This is an optimization exercise on Yosys and OpenROAD, whose aim is small area, not a production implementation.
Only simulation tests tie the RTL to the original design; equivalence was not proved.

==> flow/design.v, too long to show whole: its modules and the start of the top module <==
// module Compx_4_Mull: 5005 lines
// module Multi_line: 63 lines
module Multi_line(
input clk ,
input rstn,
  input   [127:0]M_AXIS_MM2S_0_tdata,
  input   M_AXIS_MM2S_0_tvalid,
  input [4:0] MemRDcount,
  input        SampleValid,
  input [63:0] Sampledata,
  input        CalcOn,
  output[31:0] OutSumr,
  output[31:0] OutSumi
    );
  // ...
==> flow/flow/run.sh <==
#!/bin/bash
# Own flow: the standard layout (standard.sh) with these changes:
#  - synthesis maps the combinational logic with an area-oriented ABC script
#    (flow/abc_area.script) instead of ORFS's delay-oriented one;
#  - after Yosys extracts full adders, flow/fa_polarity.py flips adders (a full
#    adder is self-dual) so that fewer inverters are left between them;
#  - adders ($lcu) use Yosys's Sklansky prefix map instead of Kogge-Stone;
#  - ports are buffered with buf_1, and CTS uses small clock buffers and no
#    dummy loads.
# Registers (dfflibmap) and every other step are ORFS's own.
set -euo pipefail
W=$(pwd)
rm -rf "$W/scripts_area"
cp -r "$FLOW_HOME/scripts" "$W/scripts_area"
cp "$W/flow/abc_area.script" "$W/scripts_area/abc_speed.script"
python3 "$W/flow/patch_synth.py" "$W/scripts_area/synth.tcl" "$W/flow/fa_polarity.py"
bash standard.sh SCRIPTS_DIR="$W/scripts_area" \
  "SYNTH_OPERATIONS_ARGS=-extra-map +/choices/sklansky.v" synth > "$W/flow_synth.log" 2>&1
bash standard.sh \
  "BUFFER_PORTS_ARGS=-buffer_cell sky130_fd_sc_hd__buf_1" \
  "CTS_ARGS=-sink_clustering_enable -repair_clock_nets -dont_use_dummy_load -buf_list {sky130_fd_sc_hd__clkbuf_4 sky130_fd_sc_hd__clkbuf_8}" \
  finish > "$W/flow_finish.log" 2>&1
==> flow/flow/abc_area.script <==
strash
dch
amap
==> flow/flow/fa_polarity.py <==
#!/usr/bin/env python3
"""Choose the polarity of each extracted full adder ($fa) to save inverters.

A full adder is self-dual: FA(~a, ~b, ~c) = (~carry, ~sum). Yosys's
extract_fa picks each adder's polarity on its own, which leaves inverters
between adders that cannot be merged into anything. This pass flips adders
(complementing all three inputs and both outputs, which leaves the logic
unchanged) so that fewer inverters remain between them.

usage: fa_polarity.py IN.json OUT.json TOP
"""
import json, sys

src, dst, top = sys.argv[1], sys.argv[2], sys.argv[3]
d = json.load(open(src))
m = d["modules"][top]
cells = m["cells"]

next_bit = [max([b for n in m["netnames"].values() for b in n["bits"] if isinstance(b, int)] +
                [b for c in cells.values() for v in c["connections"].values() for b in v if isinstance(b, int)]) + 1]
def new_bit():
    b = next_bit[0]; next_bit[0] += 1
    return b

drv = {}
users = {}
for cn, c in cells.items():
    for p, bits in c["connections"].items():
        out = c.get("port_directions", {}).get(p) == "output"
        for b in bits:
            if not isinstance(b, int):
                continue
            if out:
                drv[b] = (cn, p)
            else:
                users.setdefault(b, []).append((cn, p))
portbits = set()
for pn, p in m["ports"].items():
    for b in p["bits"]:
        if isinstance(b, int):
            portbits.add(b)

fas = [cn for cn, c in cells.items() if c["type"] == "$fa" and int(str(c["parameters"].get("WIDTH", "1")), 2 if set(str(c["parameters"].get("WIDTH", "1"))) <= set("01") else 10) == 1]
faset = set(fas)
fa_out = {}
for cn in fas:
    c = cells[cn]
    fa_out[c["connections"]["X"][0]] = (cn, "X")
    fa_out[c["connections"]["Y"][0]] = (cn, "Y")

def resolve(b):
    inv = 0
    while isinstance(b, int) and b in drv and cells[drv[b][0]]["type"] == "$_NOT_":
        b = cells[drv[b][0]]["connections"]["A"][0]
        inv ^= 1
    return b, inv

# input literals of each adder
lit = {cn: {p: resolve(cells[cn]["connections"][p][0]) for p in "ABC"} for cn in fas}
EXT_LOGIC = 0.3   # an inversion at an edge to/from other logic is usually merged by ABC
EXT_HARD = 1.0

def is_hard(b):
    if b in portbits:
        return True
    if b in drv:
        t = cells[drv[b][0]]["type"]
        return t.startswith("$_DFF") or t.startswith("$_SDFF") or t.startswith("$_DLATCH") or "DFF" in t or t.startswith("$_ALDFF")
    return True

# outside consumers of each adder output (needing the true value)
def outside_users(b):
    res = []
    stack = [(b, 0)]
    seen = set()
    while stack:
        x, inv = stack.pop()
        if (x, inv) in seen:
            continue
        seen.add((x, inv))
        if x in portbits:
            res.append(("port", inv))
        for cn, p in users.get(x, []):
            t = cells[cn]["type"]
            if t == "$_NOT_":
                stack.append((cells[cn]["connections"]["Y"][0], inv ^ 1))
            elif cn in faset:
                pass
            else:
                hard = t.startswith("$_DFF") or "DFF" in t
                res.append(("hard" if hard else "logic", inv))
    return res

outs = {}
for b, (cn, p) in fa_out.items():
    u = outside_users(b)
    if u:
        outs.setdefault(cn, []).append(u)

fanout = {cn: [] for cn in fas}   # (consumer fa, pin)
for cn in fas:
    for p, (b, inv) in lit[cn].items():
        if b in fa_out:
            fanout[fa_out[b][0]].append((cn, p))

flip = {cn: 0 for cn in fas}

def fixed(cn):
    # an adder with a constant input is mapped to a half adder: keep it as it is
    return any(not isinstance(cells[cn]["connections"][p][0], int) for p in "ABC")

def edge_cost(cn, p):
    b, inv = lit[cn][p]
    if not isinstance(b, int):
        return 0.0
    if b in fa_out:
        g = fa_out[b][0]
        return 1.0 if (inv ^ flip[g] ^ flip[cn]) else 0.0
    if inv ^ flip[cn]:
        return EXT_HARD if is_hard(b) else EXT_LOGIC
    return 0.0

def out_cost(cn):
    s = 0.0
    for u in outs.get(cn, []):
        # one inverter serves all users of a net; count the worst
        need = [k for k, inv in u if (inv ^ flip[cn]) == 0 and flip[cn]] if False else None
        if flip[cn]:
            s += max((EXT_HARD if k != "logic" else EXT_LOGIC) for k, inv in u)
    return s

def local_cost(cn):
    s = sum(edge_cost(cn, p) for p in "ABC")
    s += sum(edge_cost(f, p) for f, p in fanout[cn])
    s += out_cost(cn)
    return s

def total():
    return sum(edge_cost(cn, p) for cn in fas for p in "ABC") + sum(out_cost(cn) for cn in fas)

before = total()
for it in range(50):
    changed = 0
    for cn in fas:
        if fixed(cn):
            continue
        c0 = local_cost(cn)
        flip[cn] ^= 1
        c1 = local_cost(cn)
        if c1 < c0 - 1e-9:
            changed += 1
        else:
            flip[cn] ^= 1
    if not changed:
        break
after = total()
sys.stderr.write(f"fa_polarity: {len(fas)} adders, {sum(flip.values())} flipped, cost {before:.1f} -> {after:.1f}\n")

# rewrite
phys = {}   # original output bit -> physical bit of the adder pin
notcache = {}
cnt = [0]
def add_not(a, y):
    cnt[0] += 1
    name = f"$fa_polarity$not{cnt[0]}"
    cells[name] = {"hide_name": 1, "type": "$_NOT_", "parameters": {}, "attributes": {},
                   "port_directions": {"A": "input", "Y": "output"},
                   "connections": {"A": [a], "Y": [y]}}
def not_of(b):
    if b not in notcache:
        y = new_bit()
        add_not(b, y)
        notcache[b] = y
    return notcache[b]

for cn in fas:
    if flip[cn]:
        c = cells[cn]
        for p in "XY":
            ob = c["connections"][p][0]
            pb = new_bit()
            c["connections"][p] = [pb]
            phys[ob] = pb
            add_not(pb, ob)   # keeps the original net's true value for other users
            notcache[pb] = ob
for cn in fas:
    c = cells[cn]
    for p in "ABC":
        b, inv = lit[cn][p]
        inv ^= flip[cn]
        if isinstance(b, int) and b in fa_out:
            g = fa_out[b][0]
            inv ^= flip[g]
            b = phys.get(b, b)
        if not isinstance(b, int):
            if inv and b in ("0", "1"):
                b = "1" if b == "0" else "0"
            c["connections"][p] = [b]
        else:
            c["connections"][p] = [not_of(b) if inv else b]
json.dump(d, open(dst, "w"))
==> flow/flow/patch_synth.py <==
#!/usr/bin/env python3
"""Insert the adder polarity pass after extract_fa in a copy of ORFS's synth.tcl.
usage: patch_synth.py SYNTH_TCL FA_POLARITY_PY"""
import sys
p, py = sys.argv[1], sys.argv[2]
t = open(p).read()
anchor = "  dont_use_lower_left_out_adders\n"
assert t.count(anchor) == 1
hook = anchor + f"""  write_json $::env(RESULTS_DIR)/fa_pre.json
  exec $::env(PYTHON_EXE) {py} $::env(RESULTS_DIR)/fa_pre.json $::env(RESULTS_DIR)/fa_post.json $::env(DESIGN_NAME) >@ stdout 2>@ stderr
  design -reset
  read_json $::env(RESULTS_DIR)/fa_post.json
  hierarchy -top $::env(DESIGN_NAME)
"""
open(p, "w").write(t.replace(anchor, hook))
==> flow/standard.sh <==
#!/bin/bash
# synth_recipe.tcl (not shown) runs the flow's synth.tcl, then flattens the netlist and writes it again
# the make line also repeats each setting of config.mk as NAME=value (left out here)
make -C /OpenROAD-flow-scripts/flow DESIGN_CONFIG=/design/flow/config.mk WORK_HOME=/design/flow/orfs CLKGATE_MAP_FILE= SYNTH_SCRIPT=/design/flow/synth_recipe.tcl "${@:-finish}"
==> flow/config.mk <==
export PLATFORM = sky130hd
export DESIGN_NAME = Multi_line
export DESIGN_NICKNAME = Multi_line
export VERILOG_FILES = /design/flow/design.v
export SDC_FILE = /design/flow/constraint.sdc
export NUM_CORES = 4
export LEC_CHECK = 0
export CAP_MARGIN = 20
export CORE_MARGIN = 2
export CORE_UTILIZATION = 60
export PLACE_DENSITY_LB_ADDON = 0.2
export SLEW_MARGIN = 20
==> flow/constraint.sdc <==
create_clock -name core_clock -period 10.0 [get_ports {clk}]
set_input_delay 2.0000 -clock core_clock [delete_from_list [all_inputs] [get_ports {clk}]]
set_output_delay 2.0000 -clock core_clock [all_outputs]
set_load 0.01 [all_outputs]
==> results.sh, run 1 <==
export IMPL_r2r_cells=27
export IMPL_postLayoutCellArea_sq_um=86700
export IMPL_multi_input_area_share_pct=46.9
export IMPL_die_w_um=367
export IMPL_cp_max_fo=45
export IMPL_cpLargestDelayFamily="adder cells"
export IMPL_r2r_end="P2i[24]"
export IMPL_grt_met1_usage_pct=47.0
export IMPL_rsz0062_at_grt="false"
export IMPL_synth_compound_area_share_pct=22.5
export IMPL_syn_area_sq_um=79100
export IMPL_worst_pin_slew_ns=1.46
export IMPL_cts_inserted_buffers=207
export IMPL_finalHoldViolations=0
export IMPL_seq_area_share_pct=44.0
export IMPL_inverters_excl_clock=200
export IMPL_port_buffers=155
export IMPL_hold_buffers=0
export IMPL_hpwl_um=158000
export IMPL_placedInstanceArea_sq_um=83800
export IMPL_core_sq_um=131000
export IMPL_gp_congestion=1.02
export IMPL_met2_usage_pct=58.5
export IMPL_synth_edf_count=1024
export IMPL_synth_async_reset_ratio_pct=7.46
export IMPL_status="no timing/DRC/antenna violations"
export IMPL_die_area_sq_um=135000
export IMPL_cts_tree="yes"
export IMPL_hold_depth=0
export IMPL_synth_largest_area_cell="edfxtp_1"
export IMPL_root_buffer="clkbuf_8"
export IMPL_drc_errors=0
export IMPL_ys_types=40
export IMPL_crit_arrival_ns=9.36
export IMPL_fin_crit_ns=8.63
==> run 2: changes to the inputs <==
--- a/flow/flow/run.sh
+++ b/flow/flow/run.sh
@@ -5,7 +5,7 @@
 #  - after Yosys extracts full adders, flow/fa_polarity.py flips adders (a full
 #    adder is self-dual) so that fewer inverters are left between them;
 #  - adders ($lcu) use Yosys's Sklansky prefix map instead of Kogge-Stone;
-#  - ports are buffered with buf_1, and CTS uses small clock buffers and no
+#  - ports are buffered with buf_1, and CTS uses clkbuf_4 buffers and no
 #    dummy loads.
 # Registers (dfflibmap) and every other step are ORFS's own.
 set -euo pipefail
@@ -18,5 +18,5 @@
   "SYNTH_OPERATIONS_ARGS=-extra-map +/choices/sklansky.v" synth > "$W/flow_synth.log" 2>&1
 bash standard.sh \
   "BUFFER_PORTS_ARGS=-buffer_cell sky130_fd_sc_hd__buf_1" \
-  "CTS_ARGS=-sink_clustering_enable -repair_clock_nets -dont_use_dummy_load -buf_list {sky130_fd_sc_hd__clkbuf_4 sky130_fd_sc_hd__clkbuf_8}" \
+  "CTS_ARGS=-sink_clustering_enable -repair_clock_nets -dont_use_dummy_load -buf_list sky130_fd_sc_hd__clkbuf_4" \
   finish > "$W/flow_finish.log" 2>&1
--- a/flow/config.mk
+++ b/flow/config.mk
@@ -5,8 +5,8 @@
 export SDC_FILE = /design/flow/constraint.sdc
 export NUM_CORES = 4
 export LEC_CHECK = 0
-export CAP_MARGIN = 20
+export CAP_MARGIN = 10
 export CORE_MARGIN = 2
 export CORE_UTILIZATION = 60
 export PLACE_DENSITY_LB_ADDON = 0.2
-export SLEW_MARGIN = 20
+export SLEW_MARGIN = 10
==> run 2 against run 1 <==
Global-route usage grew 0.15 points. Worst setup slack lost 0.15 ns. Flip-flop and latch count is the same. Synthesized cell count is the same. Die area is the same. Largest cell class unchanged.
==> results.sh, run 2 <==
export IMPL_rows=133
export IMPL_cp_common_cell="fa_1"
export IMPL_die_h_um=367
export IMPL_cp_slowest_cell="o22ai_4"
export IMPL_cts_tree="yes"
export IMPL_critPathBufInv=3
export IMPL_synth_top_family_by_area="compound AO/OA/AOI/OAI gates"
export IMPL_die_w_um=367
export IMPL_hold_buffers=0
export IMPL_status="no timing/DRC/antenna violations"
export IMPL_drc_errors=0
export IMPL_r2r_start="Coef[19]"
export IMPL_wl_per_cell_um=27.8
export IMPL_min_from="P2r[21]"
export IMPL_r2r_end="P2i[24]"
export IMPL_grt_pass1_wl_um=383000
export IMPL_largest_reg_flops=1024
export IMPL_post_synth_top_count_cell="edfxtp_1"
export IMPL_syn_area_sq_um=79100
export IMPL_hold_depth=0
export IMPL_clk_latency_ns=1.33
export IMPL_cp_end_kind="register"
export IMPL_synth_mux_area_share_pct=0
export IMPL_via_count=64600
export IMPL_drt_first_pass_iters=10
export IMPL_grt_overflow_total=0
export IMPL_area_delta_synth_final_pct=9.36
export IMPL_cpLargestDelayFamily="adder cells"
export IMPL_post_cts_setup_buffers=0
export IMPL_yosys_top_cells_count="edfxtp_1 (1024), o22ai_1 (823), o21ai_0 (809)"
export IMPL_final_setup_skew_ns=0.161
export IMPL_setup_violations_final=0
export IMPL_start_util_pct=60.3
export IMPL_port_buffers=155
export IMPL_io_pins=266
export IMPL_layout_drive_gt1_share_pct=8.64
export IMPL_yosys_area_top_type_share_pct=38.9
export IMPL_worst_pin_slew_ns=1.27
export IMPL_antenna_found_initial=19
export IMPL_die_area_sq_um=135000
export IMPL_drv_slew=0
export IMPL_synthAdderAreaFrac_pct=21.6
export IMPL_synth_async_reset_ratio_pct=7.46
export IMPL_holdWs_ns=0.273
export IMPL_postLayoutCellArea_sq_um=86500
export IMPL_synth_warnings=1
export IMPL_postSynthNetCount=7820
export IMPL_rrSetupSlack_ns=1.22
export IMPL_r2r_cells=26
export IMPL_maxCapViolations=0
export IMPL_grt_pass1_vias=64900
export IMPL_hpwl_um=158000
export IMPL_cpPeakStageDelay_ns=0.68
export IMPL_synth_simple_area_share_pct=6.75
export IMPL_ys_ff_latch=1368
export IMPL_drt_iter0_drc=8783
export IMPL_cts_resized=0
export IMPL_finalHoldViolations=0
export IMPL_clock_sinks=1368
export IMPL_hold_path_endpoint="P3r[21]"
export IMPL_tns_ns=0
export IMPL_cp_start_kind="register"
export IMPL_hold_class="reg2reg"
export IMPL_rsz0062_at_grt="false"
export IMPL_clk_pin_slew_ns=0.06
export IMPL_fin_crit_ns=8.78
export IMPL_ys_types=40
export IMPL_cts_buffer_depth=4
export IMPL_grt_max_degree=220
export IMPL_placedInstanceArea_sq_um=83800
export IMPL_fin_crit_sh_pct=87.8
export IMPL_synth_avg_cell_area_sq_um=11.8
export IMPL_gp_congestion=1.02
export IMPL_fin_nets=8512
export IMPL_cp_required_ns=11.13
export IMPL_final_common_cell="edfxtp_1"
export IMPL_drt_vias_per_instance=7.07
export IMPL_cts_inserted_buffers=349
export IMPL_cp_max_fo=45
export IMPL_path_class="reg2reg"
export IMPL_layout_common_cells="edfxtp_1 (1024), o22ai_1 (809), o21ai_0 (809)"
export IMPL_synth_edf_count=1024
export IMPL_crit_arrival_ns=9.91
export IMPL_wl_um=254000
export IMPL_synth_largest_area_cell="edfxtp_1"
export IMPL_netlist_instances=6684
export IMPL_synthFlopType="edfxtp_1"
export IMPL_maxSlewHeadroom_pct=15.6
export IMPL_drtAntennaViolNets=0
export IMPL_root_buffer="clkbuf_4"
export IMPL_worst_path_stages=26
export IMPL_yosys_top_cells_area="edfxtp_1 (39%), fa_1 (18%), o22ai_1 (6.5%)"
export IMPL_synth_compound_area_share_pct=22.5
export IMPL_synth_xor_area_share_pct=0
export IMPL_fmax_mhz=114
export IMPL_ctsHtreeMaxLevel=5
export IMPL_core_sq_um=131000
export IMPL_seq_area_frac_synth_pct=48.2
export IMPL_grt_usage_pct=37.5
==> run 2: metal layers <==
metal  global-route usage, %  wire (um)  vias to the layer above
met5                       0        162                        -
met3                    11.3      34300                     1206
met2                    58.1     115000                     4944
met1                    47.0      88500                    30600
met4                    21.3      15700                       22
li1                        -          -                    27700
==> run 2: area by class of cell <==
cell class                 count  area [sq um]
inverter                     200           769
antenna                        8          20.0
multi-input combinational   5116         40600
sequential                  1368         38200
timing repair buffer         341          2090
clock buffer                 349          2620
tap                         1755          2200
fill                        9918         44600
==> run 2: logic make-up after synthesis <==
| group | Yosys count |
|---|---|
| DFF | 1368 |
| and+or+nand+nor | 1328 |
| buffers and inverters | 200 |
| AOI/OAI and AO/OA | 2854 |
| adders and majority gates | 934 |
==> run 2: through the flow <==
stage / setup slack, ns / instances / util, %
2_1_floorplan: 0.00508 / 6684 / -
6_report: 1.22 / 9137 / 66.0
3_5_place_dp: 1.51 / 8776 / 63.9
5_1_grt: 0.796 / 9137 / 66.0
4_1_cts: 1.47 / 9125 / 65.9
3_3_place_gp: 1.58 / 8776 / 63.9
==> run 2: how the worst max path moves through the flow <==
stage                     slack (ns)  startpoint      end
after floorplan                0.005     Coef[5]  P2i[24]
after global placement          1.58    Coef[19]  P2i[24]
after detailed placement        1.51    Coef[19]  P2i[24]
after CTS                       1.47    Coef[19]  P2i[24]
after global routing            0.80    Coef[19]  P2i[24]
final                           1.22    Coef[19]  P2i[24]
==> run 2: worst reg2reg max path, delay by kind of cell, from the launching register on <==
kind | cells | cell delay, ns
buf+inv | 3 | 0.84
flops | 1 | 0.62
compound gates | 9 | 2.47
simple gates | 6 | 1.15
fa+ha+maj | 8 | 3.54
==> run 3: changes to the inputs <==
==> flow/run.sh (new file) <==
#!/bin/bash
# synth_recipe.tcl (not shown) runs the flow's synth.tcl, then flattens the netlist and writes it again
# the make line also repeats each setting of config.mk as NAME=value (left out here)
make -C /OpenROAD-flow-scripts/flow DESIGN_CONFIG=/design/flow/config.mk WORK_HOME=/design/flow/orfs CLKGATE_MAP_FILE= SYNTH_SCRIPT=/design/flow/synth_recipe.tcl finish
==> flow/config.mk (replaced) <==
export PLATFORM = sky130hd
export DESIGN_NAME = Multi_line
export DESIGN_NICKNAME = Multi_line
export VERILOG_FILES = /design/flow/design.v
export SDC_FILE = /design/flow/constraint.sdc
export NUM_CORES = 4
export LEC_CHECK = 0
export ABC_AREA = 1
export CAP_MARGIN = 20
export CORE_MARGIN = 2
export CORE_UTILIZATION = 65
export CTS_BUF_LIST = sky130_fd_sc_hd__clkbuf_8
export SLEW_MARGIN = 20
removed: flow/flow/run.sh
removed: flow/flow/abc_area.script
removed: flow/flow/fa_polarity.py
removed: flow/flow/patch_synth.py
removed: flow/standard.sh
==> run 3 against run 2 <==
Cell count increased by 21%. Synthesized cell count increased by 36%. Area after synthesis increased by 16%. Critical path depth decreased by 5. Maximum frequency increased by 13%. Critical endpoint is now P2i[14].
==> results.sh, run 3 <==
export IMPL_grt_pass1_vias=70400
export IMPL_drtAntennaViolNets=0
export IMPL_holdWs_ns=0.216
export IMPL_seq_area_frac_synth_pct=41.7
export IMPL_netlist_instances=9086
export IMPL_rows=137
export IMPL_cp_max_fo=35
export IMPL_cp_start_kind="register"
export IMPL_yosys_top_cells_count="inv_1 (1164), nand2_1 (1097), edfxtp_1 (1024)"
export IMPL_ctsHtreeMaxLevel=4
export IMPL_yosys_top_cells_area="edfxtp_1 (34%), fa_1 (15%), xor2_1 (7.9%)"
export IMPL_drc_errors=0
export IMPL_path_class="reg2reg"
export IMPL_core_sq_um=140000
export IMPL_syn_area_sq_um=91500
export IMPL_fmax_mhz=128
export IMPL_layout_common_cells="inv_1 (1238), nand2_1 (1092), edfxtp_1 (1024)"
export IMPL_clock_sinks=1368
export IMPL_synth_largest_area_cell="edfxtp_1"
export IMPL_grt_pass1_wl_um=430000
export IMPL_wl_met1_um=104000
export IMPL_cts_resized=0
export IMPL_postSynthNetCount=10200
export IMPL_fin_nets=10100
export IMPL_start_util_pct=65.5
export IMPL_final_common_cell="inv_1"
export IMPL_wl_um=288000
export IMPL_hold_class="reg2reg"
export IMPL_hold_buffers=0
export IMPL_layout_drive_gt1_share_pct=7.24
export IMPL_worst_pin_slew_ns=1.20
export IMPL_die_area_sq_um=144000
export IMPL_synthFlopType="edfxtp_1"
export IMPL_setup_violations_final=0
export IMPL_via_count=71000
export IMPL_wl_per_cell_um=26.0
export IMPL_ys_ff_latch=1368
export IMPL_maxCapViolations=0
export IMPL_synth_avg_cell_area_sq_um=10.1
export IMPL_met3_wirelength_um=38000
export IMPL_grt_overflow_total=0
export IMPL_gp_congestion=1.00
export IMPL_cts_inserted_buffers=214
export IMPL_port_buffers=155
export IMPL_antenna_found_initial=13
export IMPL_post_cts_setup_buffers=0
export IMPL_stdcell_count=11100
export IMPL_rsz0062_at_grt="false"
export IMPL_io_pins=266
export IMPL_synth_async_reset_ratio_pct=7.46
export IMPL_final_setup_skew_ns=0.130
export IMPL_hpwl_um=182000
export IMPL_drt_vias_per_instance=6.42
export IMPL_die_h_um=379
export IMPL_area_delta_synth_final_pct=7.74
export IMPL_grt_max_degree=237
export IMPL_tns_ns=0
export IMPL_cts_buffer_depth=3
export IMPL_yosys_area_top_type_share_pct=33.6
export IMPL_grt_usage_pct=40.1
export IMPL_finalHoldViolations=0
export IMPL_drt_first_pass_iters=9
export IMPL_root_buffer="clkbuf_8"
export IMPL_largest_reg_flops=1024
export IMPL_dr_max_layer_used="met5"
export IMPL_fin_crit_ns=7.79
export IMPL_cp_required_ns=10.79
export IMPL_drv_slew=0
export IMPL_clk_pin_slew_ns=0.06
export IMPL_cp_end_kind="register"
export IMPL_fin_crit_sh_pct=77.9
export IMPL_synth_edf_count=1024
export IMPL_clk_latency_ns=1.03
export IMPL_die_w_um=379
export IMPL_drt_iter0_drc=8640
export IMPL_maxSlewHeadroom_pct=20.1
export IMPL_ys_types=45
export IMPL_routed_wl_met2_um=125000
export IMPL_dp_cells=10700
export IMPL_post_synth_top_count_cell="inv_1"
export IMPL_cts_tree="yes"
export IMPL_synth_warnings=1
export IMPL_crit_arrival_ns=8.57
export IMPL_status="no timing/DRC/antenna violations"
[run 3: cell count changes in the layout (fill, tap and decap cells not counted), sizes merged, moves of 234 or more]
cell    previous run  this run
a22oi            361         1
xor2               0       826
a21oi            412       173
nor2             608       854
o21ai            809       353
inv               10      1267
nand3             27       261
o21bai             4       275
nand2            540      1100
[run 3: layer usage]
metal,track usage [%],vias to the layer above
met4,23.1,10
met2,59.8,5002
met1,51.9,34200
li1,-,30400
met3,12.7,1391
met5,0.0343,-
[run 3: path summary, 6_finish.rpt]
check / cells after the start / endpoint / startpoint / slack, ns
worst min register to register: 0 / P4i[17] / P3i[17] / 0.22
worst min-delay path: 0 / P4i[17] / P3i[17] / 0.22
min in group asynchronous: 1 / Sumi[26] / rstn / 0.96
max in group asynchronous: 2 / Coef[11] / rstn / 7.59
worst max-delay path: 21 / P2i[14] / Coef[27] / 2.21
worst max register to register: 21 / P2i[14] / Coef[27] / 2.21
[run 3: cells by family (layout without fill, tap and decap cells)]
family	after synthesis	count (layout)	synth area share (%)
buf+inv	1813	1917	8.29
xor+xnor	837	837	8.01
fa+ha+maj	922	922	18.4
compound gates	1886	1886	13.8
other cells	0	3	0
simple gates	2260	2260	9.79
flops	1368	1368	41.7
[run 3: critical path, cell delays in order (launching register included)]
cell and delay, ns:
dfrtp_1 1.03, nor2_1 0.27, nor2_2 0.61, inv_2 0.28, buf_4 0.39, o22ai_1 0.26, xor2_1 0.13, fa_1 0.47
inv_1 0.10, fa_1 0.42, fa_1 0.49, fa_1 0.40, inv_1 0.08, fa_1 0.42, fa_1 0.50, inv_1 0.05
ha_1 0.33, a21oi_1 0.25, o21ai_0 0.31, a21oi_1 0.21, nand3_1 0.33, xor2_1 0.26
[run 3: cell type report]
| cell class | count | area [sq um] |
|---|---|---|
| repair buffers | 334 | 2900 |
| inverters | 1186 | 4460 |
| clock inverters | 158 | 1250 |
| well taps | 1876 | 2350 |
| fillers | 10500 | 41100 |
| clock buffers | 239 | 3290 |
| flip-flops and latches | 1368 | 38200 |
| diodes | 3 | 7.51 |
| multi-input cells | 5905 | 46200 |
[run 3: through the flow]
| step | worst slack (ns) | instance area, sq um | utilization [%] |
|---|---|---|---|
| 3_5_place_dp | 2.52 | 94100 | 67.3 |
| 4_1_cts | 2.54 | 98600 | 70.6 |
| 6_report | 2.21 | 98600 | 70.6 |
| 2_1_floorplan | 4.46 | 91500 | - |
| 3_3_place_gp | 2.62 | 94100 | 67.3 |
| 5_1_grt | 2.08 | 98600 | 70.6 |
==> run 4: changes to the inputs <==
==> flow/flow/run.sh (new file) <==
#!/bin/bash
# Own flow: the standard layout (standard.sh), except that the synthesis maps
# the combinational logic with an area-oriented ABC script (flow/abc_area.script)
# instead of ORFS's delay-oriented one. Registers, FA extraction and every later
# step are ORFS's own.
set -euo pipefail
W=$(pwd)
rm -rf "$W/scripts_area"
cp -r "$FLOW_HOME/scripts" "$W/scripts_area"
cp "$W/flow/abc_area.script" "$W/scripts_area/abc_speed.script"
bash standard.sh SCRIPTS_DIR="$W/scripts_area" synth > "$W/flow_synth.log" 2>&1
bash standard.sh finish > "$W/flow_finish.log" 2>&1
==> flow/flow/abc_area.script (new file) <==
strash
dch
amap
==> flow/standard.sh (new file) <==
#!/bin/bash
# synth_recipe.tcl (not shown) runs the flow's synth.tcl, then flattens the netlist and writes it again
# the make line also repeats each setting of config.mk as NAME=value (left out here)
make -C /OpenROAD-flow-scripts/flow DESIGN_CONFIG=/design/flow/config.mk WORK_HOME=/design/flow/orfs CLKGATE_MAP_FILE= SYNTH_SCRIPT=/design/flow/synth_recipe.tcl "${@:-finish}"
==> flow/config.mk (replaced) <==
export PLATFORM = sky130hd
export DESIGN_NAME = Multi_line
export DESIGN_NICKNAME = Multi_line
export VERILOG_FILES = /design/flow/design.v
export SDC_FILE = /design/flow/constraint.sdc
export NUM_CORES = 4
export LEC_CHECK = 0
export CAP_MARGIN = 20
export CORE_MARGIN = 2
export CORE_UTILIZATION = 40
export SLEW_MARGIN = 20
removed: flow/run.sh
==> run 4 against run 3 <==
Global-route usage down 12 points. Hold slack better by 0.091 ns. Sequential share of layout area rose by 1.0 points. Synthesized cell count down 14%. Wire length grew 6.5%. Flip-flop and latch count unchanged.
==> results.sh, run 4 <==
export IMPL_holdWs_ns=0.307
export IMPL_ctsHtreeMaxLevel=4
export IMPL_ys_ff_latch=1368
export IMPL_ys_types=41
export IMPL_rows=168
export IMPL_netlist_instances=7789
export IMPL_io_pins=266
export IMPL_hpwl_um=195000
export IMPL_die_w_um=462
export IMPL_fin_util_pct=45.9
export IMPL_synth_async_reset_ratio_pct=7.46
export IMPL_layout_drive_gt1_share_pct=6.38
export IMPL_post_synth_top_count_cell="edfxtp_1"
export IMPL_status="no timing/DRC/antenna violations"
export IMPL_hold_buffers=0
export IMPL_via_count=69700
export IMPL_clk_latency_ns=0.81
export IMPL_grt_max_degree=222
export IMPL_area_delta_synth_final_pct=14.3
export IMPL_drt_iter0_drc=8623
export IMPL_cp_required_ns=10.66
export IMPL_r2r_cells=26
export IMPL_cts_tree="yes"
export IMPL_fin_crit_ns=8.59
export IMPL_cp_max_fo=37
export IMPL_cts_resized=0
export IMPL_drt_first_pass_iters=9
export IMPL_tns_ns=0
export IMPL_drc_errors=0
export IMPL_syn_area_sq_um=84100
export IMPL_drtAntennaViolNets=0
export IMPL_wl_per_cell_um=27.3
export IMPL_largest_reg_flops=1024
export IMPL_fmax_mhz=116
export IMPL_crit_arrival_ns=9.25
export IMPL_yosys_top_cells_area="edfxtp_1 (37%), fa_1 (17%), o22ai_1 (6.2%)"
export IMPL_drt_vias_per_instance=6.22
export IMPL_final_setup_skew_ns=0.0404
export IMPL_fill_cells=19500
export IMPL_synthFlopType="edfxtp_1"
export IMPL_antenna_found_initial=17
export IMPL_cts_inserted_buffers=148
export IMPL_grt_overflow_total=0
export IMPL_die_h_um=462
export IMPL_start_util_pct=40.2
export IMPL_cp_end_kind="register"
export IMPL_synth_edf_count=1024
export IMPL_fin_nets=9415
export IMPL_final_common_cell="edfxtp_1"
export IMPL_postSynthNetCount=8913
export IMPL_die_area_sq_um=214000
export IMPL_hold_class="reg2reg"
export IMPL_worst_pin_slew_ns=1.29
export IMPL_cts_buffer_depth=3
export IMPL_post_cts_setup_buffers=0
export IMPL_seq_area_frac_synth_pct=45.4
export IMPL_yosys_top_cells_count="edfxtp_1 (1024), clkinv_1 (867), o22ai_1 (833)"
export IMPL_port_buffers=155
export IMPL_cp_start_kind="register"
export IMPL_hold_depth=0
export IMPL_drv_slew=0
export IMPL_setup_violations_final=0
export IMPL_synth_largest_area_cell="edfxtp_1"
export IMPL_synth_warnings=1
export IMPL_synth_avg_cell_area_sq_um=10.8
export IMPL_grt_pass1_wl_um=454000
export IMPL_rsz0062_at_grt="false"
export IMPL_yosys_area_top_type_share_pct=36.6
export IMPL_gp_congestion=0.951
export IMPL_maxSlewHeadroom_pct=13.7
export IMPL_root_buffer="clkbuf_16"
export IMPL_layout_common_cells="edfxtp_1 (1024), clkinv_1 (876), o21ai_0 (831)"
export IMPL_clk_pin_slew_ns=0.06
export IMPL_finalHoldViolations=0
export IMPL_wl_um=307000
export IMPL_maxCapViolations=0
export IMPL_core_sq_um=209000
export IMPL_grt_usage_pct=28.2
export IMPL_fin_crit_sh_pct=85.9
export IMPL_clock_sinks=1368
export IMPL_grt_pass1_vias=69000
export IMPL_path_class="reg2reg"
==> run 4: per-stage QoR <==
step | setup slack (ns) | cells | instance area (sq um)
4_1_cts | 1.76 | 11200 | 96100
3_3_place_gp | 1.81 | 10900 | 91200
5_1_grt | 1.12 | 11200 | 96100
3_5_place_dp | 1.80 | 10900 | 91200
6_report | 1.41 | 11200 | 96100
2_1_floorplan | 0.483 | 7789 | 84100
==> run 4: final cells by class <==
cell class,instances,area (sq um),share of cell area [%]
Multi-Input combinational cell,5554,43100,44.9
Sequential cell,1368,38200,39.7
Clock buffer,177,3930,4.09
Tap cell,2805,3510,3.65
Inverter,867,3270,3.41
Timing Repair Buffer,352,3110,3.23
Clock inverter,93,972,1.01
Antenna cell,5,12.5,0.0130
==> run 4: layer usage <==
metal,vias up,share of wire [%],GRT usage (%)
met5,-,0.037,0
met4,16,6.9,16.2
met3,1030,10,6.58
met2,4140,45,44.8
met1,33900,38,35.2
li1,30600,-,-
==> run 4: cells by family (layout without fill, tap and decap cells) <==
family / Yosys count / after routing / synth area share (%)
other cells: 0 / 5 / 0
flops: 1368 / 1368 / 45.4
buf+inv: 867 / 1489 / 3.87
compound gates: 3164 / 3164 / 23.5
simple gates: 1468 / 1468 / 7.18
fa+ha+maj: 922 / 922 / 20.0
==> run 4: worst paths after layout <==
kind | startpoint | slack [ns] | endpoint
max | Coef[17] | 1.41 | P2i[31]
max reg2reg | Coef[17] | 1.41 | P2i[31]
min in group asynchronous | rstn | 1.29 | Sumi[0]
max in group asynchronous | rstn | 7.37 | Coef[31]
min reg2reg | P3r[27] | 0.31 | P4r[27]
min | P3r[27] | 0.31 | P4r[27]
==> run 4: critical path, stage by stage (launching register included) <==
cell and delay (ns):
dfrtp_2 0.38, buf_4 0.55, inv_2 0.08, nor2b_1 0.32, or2_2 0.82, buf_4 0.43, o22ai_1 0.14, nor2_1 0.13
a21oi_1 0.07, fa_1 0.57, clkinv_1 0.09, fa_1 0.53, fa_1 0.52, fa_1 0.46, clkinv_1 0.07, fa_1 0.42
fa_1 0.58, clkinv_1 0.13, ha_1 0.45, nand4_1 0.21, nor2_1 0.21, clkinv_1 0.11, or3_1 0.31, o221ai_1 0.46
a221oi_1 0.19, nor2_1 0.14, a21oi_1 0.05

## afterwards: timing with drivers on the ports
How much do the figures lean on ideal ports? The routed layouts below were timed once more, with nothing changed but the port constraints.
Step 1: set_driving_cell puts a clkbuf_16 on clk and a buf_2 on each other input, an assumption about the parent block.
Step 2 adds t to the input delays and takes it off the output delays; t is the mean of the earliest and latest rising clock arrival at the registers after step 1. Input paths then give back, and output paths get back, about the clock's delay inside the block.
Three values: ideal, step 1, step 2; two values: the first two.
run	t, ns	setup WS [ns]	clock arrival spread, ns	worst data-port slew with drivers (ns)	cell pins on the clock port's net
run 1	0.982	1.372 / 1.372 / 1.372	0.171 / 0.172	0.09	1
run 2	1.325	1.221 / 1.221 / 1.221	0.178 / 0.178	0.09	1
run 3	1.040	2.214 / 2.214 / 2.214	0.140 / 0.141	0.12	1
run 4	0.885	1.409 / 1.409 / 1.409	0.046 / 0.047	0.16	1
After both steps every run listed still meets setup and hold.
